From an optimization exercise on the open Yosys and OpenROAD flow, aimed at small area; shortcuts taken in it are not production practice.
Function was checked by simulation only, so behaviour that the tests miss may differ from the original.

==> flow/design.v <==
module sobel_processor #(
    parameter IMG_WIDTH = 64,
    parameter IMG_HEIGHT = 480,
    parameter PIXEL_WIDTH = 8,
    parameter USE_BILATERAL = 1
)(
    input  wire clk,
    input  wire rst_n,
    input  wire href,
    input  wire vsync,
    input  wire [15:0] pixel_in,
    input  wire sobel_enable,
    input  wire [7:0] edge_threshold,
    input  wire [1:0] threshold_mode,
    output wire pixel_valid,
    output wire [15:0] pixel_out,
    output wire binary_pixel,
    output wire binary_valid,
    output wire strong_edge,
    output wire weak_edge
);
    wire [17:0] red   = {pixel_in[15:11], pixel_in[15:13]};
    wire [17:0] green = {pixel_in[10:5],  pixel_in[10:9]};
    wire [17:0] blue  = {pixel_in[4:0],   pixel_in[4:2]};
    wire [17:0] wsum  = (red << 6) + (red << 3) + (red << 2) + red
                      + (green << 7) + (green << 4) + (green << 3) - green
                      + (blue << 5) - (blue << 2);
    wire [7:0] gray  = wsum[15:8];
    localparam NB = 129;
    localparam NC = 61;
    reg [23:0]     la;
    reg [8*NB-1:0] lb;
    reg [8*NC-1:0] lc;
    reg [5:0] cl;
    reg [2:0] rc;
    reg       a1;
    always @(posedge clk or negedge rst_n) begin
        if (!rst_n) begin
            cl <= 6'd63;
            rc <= 3'd7;
            a1 <= 1'b0;
        end else begin
            a1 <= href;
            if (href) begin
                cl <= cl + 1'b1;
                if (cl == 6'd63 && rc != 3'd3)
                    rc <= rc + 1'b1;
            end
        end
    end
    wire en_b = (cl != 6'd1);
    wire en_c = (cl == 6'd63) || (cl == 6'd0) || (cl > 6'd4);
    always @(posedge clk) begin
        if (href) begin
            la <= {la[15:0], gray};
            if (en_b) begin
                lb <= {lb[8*NB-9:0], la[23:16]};
                if (en_c)
                    lc <= {lc[8*NC-9:0], lb[8*NB-1 -: 8]};
            end
        end
    end
    wire [7:0] a_ [0:2];
    wire [7:0] b_ [0:NB-1];
    wire [7:0] c_ [0:NC-1];
    genvar gj;
    generate
        for (gj = 0; gj < 3; gj = gj + 1) begin : g_ta
            assign a_[gj] = la[8*gj+7 -: 8];
        end
        for (gj = 0; gj < NB; gj = gj + 1) begin : g_tb
            assign b_[gj] = lb[8*gj+7 -: 8];
        end
        for (gj = 0; gj < NC; gj = gj + 1) begin : g_tc
            assign c_[gj] = lc[8*gj+7 -: 8];
        end
    endgenerate
    wire va = a1 && (rc == 3'd3) && (cl >= 6'd2);
    wire c2 = (cl == 6'd2);
    wire c3 = (cl == 6'd3);
    wire c4 = (cl == 6'd4);
    wire c5 = (cl == 6'd5);
    wire [7:0] p8 = a_[0];
    wire [7:0] p7 = a_[1];
    wire [7:0] p6 = a_[2];
    wire [7:0] p5 = b_[125];
    wire [7:0] p3 = c2 ? b_[63]  : c3 ? b_[126] : b_[127];
    wire [7:0] p2 = c2 ? b_[126] : (c3 | c4) ? c_[59] : c_[58];
    wire [7:0] p1 = (c2 | c3) ? b_[127] : c_[59];
    wire [7:0] p0 = c2 ? b_[127] : (c3 | c4) ? b_[128] : c5 ? c_[59] : c_[60];
    wire signed [9:0] x0 = {1'b0, p5} - {1'b0, p3};
    wire signed [9:0] x1 = {1'b0, p7} - {1'b0, p1};
    wire signed [9:0] x2 = {1'b0, p8} - {1'b0, p0};
    wire signed [9:0] x3 = {1'b0, p2} - {1'b0, p6};
    wire signed [10:0] sc = x2 + x0 + x1;
    wire signed [10:0] tc = x3 + x0 - x1;
    reg signed [10:0] sa, ta, sb, tb;
    always @(posedge clk) begin
        sa <= sc;
        ta <= tc;
        sb <= sa;
        tb <= ta;
    end
    wire [9:0] s_abs = sb[10] ? -sb : sb;
    wire [9:0] t_abs = tb[10] ? -tb : tb;
    wire [9:0] mx    = (s_abs > t_abs) ? s_abs : t_abs;
    wire [7:0] mag   = (mx[9:8] != 2'b00) ? 8'd255 : mx[7:0];
    wire signed [12:0] sb2 = {sb[10], sb, 1'b0};
    wire signed [12:0] tb2 = {tb[10], tb, 1'b0};
    wire signed [12:0] ux = sa - sb2;
    wire signed [12:0] uy = ta - tb2;
    wire [11:0] bxe = {sa[10], sa};
    wire [11:0] bye = {ta[10], ta};
    wire [13:0] mxe = {ux[12], ux};
    wire [13:0] mye = {uy[12], uy};
    reg  [13:0] rx [0:5];
    reg  [13:0] ry [0:5];
    reg  [11:0] nvx, nvy;
    reg  [2:0]  bg;
    reg  [13:0] bpp;
    integer bi;
    always @(*) begin
        nvx = 12'd0;
        nvy = 12'd0;
        for (bi = 0; bi < 6; bi = bi + 1) begin
            bg = {bxe[2*bi+1], bxe[2*bi], (bi == 0) ? 1'b0 : bxe[2*bi-1]};
            case (bg)
                3'b001, 3'b010: bpp = mxe;
                3'b011:         bpp = {mxe[12:0], 1'b0};
                3'b100:         bpp = ~{mxe[12:0], 1'b0};
                3'b101, 3'b110: bpp = ~mxe;
                default:        bpp = 14'd0;
            endcase
            nvx[2*bi] = bg[2] & ~(bg[1] & bg[0]);
            rx[bi] = {~bpp[13], bpp[12:0]};
            bg = {bye[2*bi+1], bye[2*bi], (bi == 0) ? 1'b0 : bye[2*bi-1]};
            case (bg)
                3'b001, 3'b010: bpp = mye;
                3'b011:         bpp = {mye[12:0], 1'b0};
                3'b100:         bpp = ~{mye[12:0], 1'b0};
                3'b101, 3'b110: bpp = ~mye;
                default:        bpp = 14'd0;
            endcase
            nvy[2*bi] = bg[2] & ~(bg[1] & bg[0]);
            ry[bi] = {~bpp[13], bpp[12:0]};
        end
    end
    localparam [22:0] SEXT = 23'b10101011 << 14;
    wire [22:0] qs = SEXT + {11'd0, nvx} + {11'd0, nvy}
                   + {9'd0, rx[0]}        + {9'd0, ry[0]}
                   + {7'd0, rx[1], 2'd0}  + {7'd0, ry[1], 2'd0}
                   + {5'd0, rx[2], 4'd0}  + {5'd0, ry[2], 4'd0}
                   + {3'd0, rx[3], 6'd0}  + {3'd0, ry[3], 6'd0}
                   + {1'd0, rx[4], 8'd0}  + {1'd0, ry[4], 8'd0}
                   + {rx[5][12:0], 10'd0} + {ry[5][12:0], 10'd0};
    wire cons = qs[22];
    reg vb, v3, v4, v5, v6, ev, evd;
    always @(posedge clk or negedge rst_n) begin
        if (!rst_n) begin
            vb <= 1'b0; v3 <= 1'b0; v4 <= 1'b0; v5 <= 1'b0; v6 <= 1'b0;
            ev <= 1'b0; evd <= 1'b0;
        end else begin
            vb <= va; v3 <= vb; v4 <= v3; v5 <= v4; v6 <= v5;
            ev <= v6; evd <= ev;
        end
    end
    reg [7:0] m4, m5, m6, emd;
    reg f5, f6, f7, f8;
    always @(posedge clk) begin
        m4 <= mag;
        m5 <= m4; m6 <= m5;
        f5 <= cons && (m4 > 8'd65);
        f6 <= f5; f7 <= f6; f8 <= f7;
    end
    reg [7:0] em;
    always @(posedge clk or negedge rst_n) begin
        if (!rst_n)
            em <= 8'd0;
        else
            em <= v6 ? m6 : 8'd0;
    end
    always @(posedge clk)
        emd <= em;
    wire [7:0] fm = f8 ? emd : 8'd0;
    reg [15:0] msum_acc;
    reg [7:0]  pcount;
    reg [7:0]  local_mean;
    always @(posedge clk or negedge rst_n) begin
        if (!rst_n) begin
            msum_acc   <= 16'd0;
            pcount     <= 8'd0;
            local_mean <= 8'd100;
        end else if (evd) begin
            if (pcount == 8'd255) begin
                msum_acc   <= fm;
                pcount     <= 8'd1;
                local_mean <= msum_acc[15:8];
            end else begin
                msum_acc <= msum_acc + fm;
                pcount   <= pcount + 1'b1;
            end
        end
    end
    wire [7:0] adaptive_threshold = local_mean + 8'd20;
    wire is_strong = (fm >= 8'd95);
    wire is_weak   = (fm >= 8'd55) && (fm < 8'd95);
    reg  bres;
    always @(*) begin
        case (threshold_mode)
            2'b01:   bres = (fm > adaptive_threshold);
            2'b10:   bres = (fm >= 8'd55);
            default: bres = (fm > edge_threshold);
        endcase
    end
    reg bp_raw, bv_raw, se_r, we_r;
    always @(posedge clk or negedge rst_n) begin
        if (!rst_n) begin
            bp_raw <= 1'b0; bv_raw <= 1'b0; se_r <= 1'b0; we_r <= 1'b0;
        end else begin
            bv_raw <= evd;
            if (evd) begin
                bp_raw <= bres;
                se_r   <= is_strong;
                we_r   <= is_weak;
            end
        end
    end
    assign strong_edge = se_r;
    assign weak_edge   = we_r;
    reg [2:0] row_cur;
    reg prev_prev_out, nr_out, nr_valid;
    wire keep = row_cur[1] && (row_cur[0] | row_cur[2] | nr_out | prev_prev_out);
    always @(posedge clk or negedge rst_n) begin
        if (!rst_n) begin
            row_cur <= 3'b0; prev_prev_out <= 1'b0; nr_out <= 1'b0; nr_valid <= 1'b0;
        end else if (bv_raw) begin
            row_cur       <= {row_cur[1:0], bp_raw};
            prev_prev_out <= nr_out;
            nr_out        <= keep;
            nr_valid      <= 1'b1;
        end
    end
    assign binary_pixel = nr_out;
    assign binary_valid = nr_valid;
    assign pixel_valid = sobel_enable ? ev : href;
    assign pixel_out   = sobel_enable ? {em[7:3], em[7:2], em[7:3]} : pixel_in;
endmodule
Settings: LEC_CHECK=0, CAP_MARGIN=20, CORE_MARGIN=2, CORE_UTILIZATION=60, CTS_BUF_LIST=sky130_fd_sc_hd__clkbuf_16, CTS_CLUSTER_DIAMETER=100, CTS_CLUSTER_SIZE=30, PLACE_DENSITY=0.75, SLEW_MARGIN=20; clock period 13.0 ns.
standard.sh (not shown) runs the stock make flow with config.mk's settings and CLKGATE_MAP_FILE= SYNTH_SCRIPT=/design/flow/synth_recipe.tcl, a recipe that flattens the netlist after the stock synthesis.
==> flow/flow/run.sh <==
#!/bin/bash
set -e
export BUFFER_PORTS_ARGS="-buffer_cell sky130_fd_sc_hd__buf_1"
bash standard.sh > standard.log 2>&1
Edit:
--- a/flow/design.v
+++ b/flow/design.v
@@ -101,8 +101,8 @@
         sb <= sa;
         tb <= ta;
     end
-    wire [9:0] s_abs = sb[10] ? -sb : sb;
-    wire [9:0] t_abs = tb[10] ? -tb : tb;
+    wire [9:0] s_abs = sa[10] ? -sa : sa;
+    wire [9:0] t_abs = ta[10] ? -ta : ta;
     wire [9:0] mx    = (s_abs > t_abs) ? s_abs : t_abs;
     wire [7:0] mag   = (mx[9:8] != 2'b00) ? 8'd255 : mx[7:0];
     wire signed [12:0] sb2 = {sb[10], sb, 1'b0};
@@ -164,11 +164,11 @@
             ev <= v6; evd <= ev;
         end
     end
-    reg [7:0] m4, m5, m6, emd;
+    reg [7:0] m3, m4, m5, m6, emd;
     reg f5, f6, f7, f8;
     always @(posedge clk) begin
-        m4 <= mag;
-        m5 <= m4; m6 <= m5;
+        m3 <= mag;
+        m4 <= m3; m5 <= m4; m6 <= m5;
         f5 <= cons && (m4 > 8'd65);
         f6 <= f5; f7 <= f6; f8 <= f7;
     end
Synthesized cell count went up slightly.
Worst hold slack is worse by 8.3 ps.
Wire length drops slightly.
Count of clock-buffer cells in the layout came out lower by 1.
Utilization falls by 0.37 points.
Flip-flop and latch count went up by 8.
Cell area goes up slightly.

==> port drivers added, routing unchanged <==
In the flow no input, the clock included, has a driving cell. The finished layouts below were timed again as built, in two steps.
Step 1: set_driving_cell puts a clkbuf_16 on clk and a buf_2 on each other input, an assumption about the parent block.
Step 2 adds t to the input delays and takes it off the output delays; t is the mean of the earliest and latest rising clock arrival at the registers after step 1. Input paths then give back, and output paths get back, about the clock's delay inside the block.
a / b / c = ideal ports / drivers / drivers and shift; a / b = the first two.
| run | shift t [ns] | setup slack, ns | worst hold slack (ns) | cell pins on the clock port's net |
|---|---|---|---|---|
| the first run | 0.728 | 3.748 / 3.748 / 3.748 | 0.335 / 0.335 / 0.335 | 1 |
| the second run | 0.728 | 4.057 / 4.057 / 4.057 | 0.327 / 0.327 / 0.327 | 1 |
After both steps every run listed still meets setup and hold.
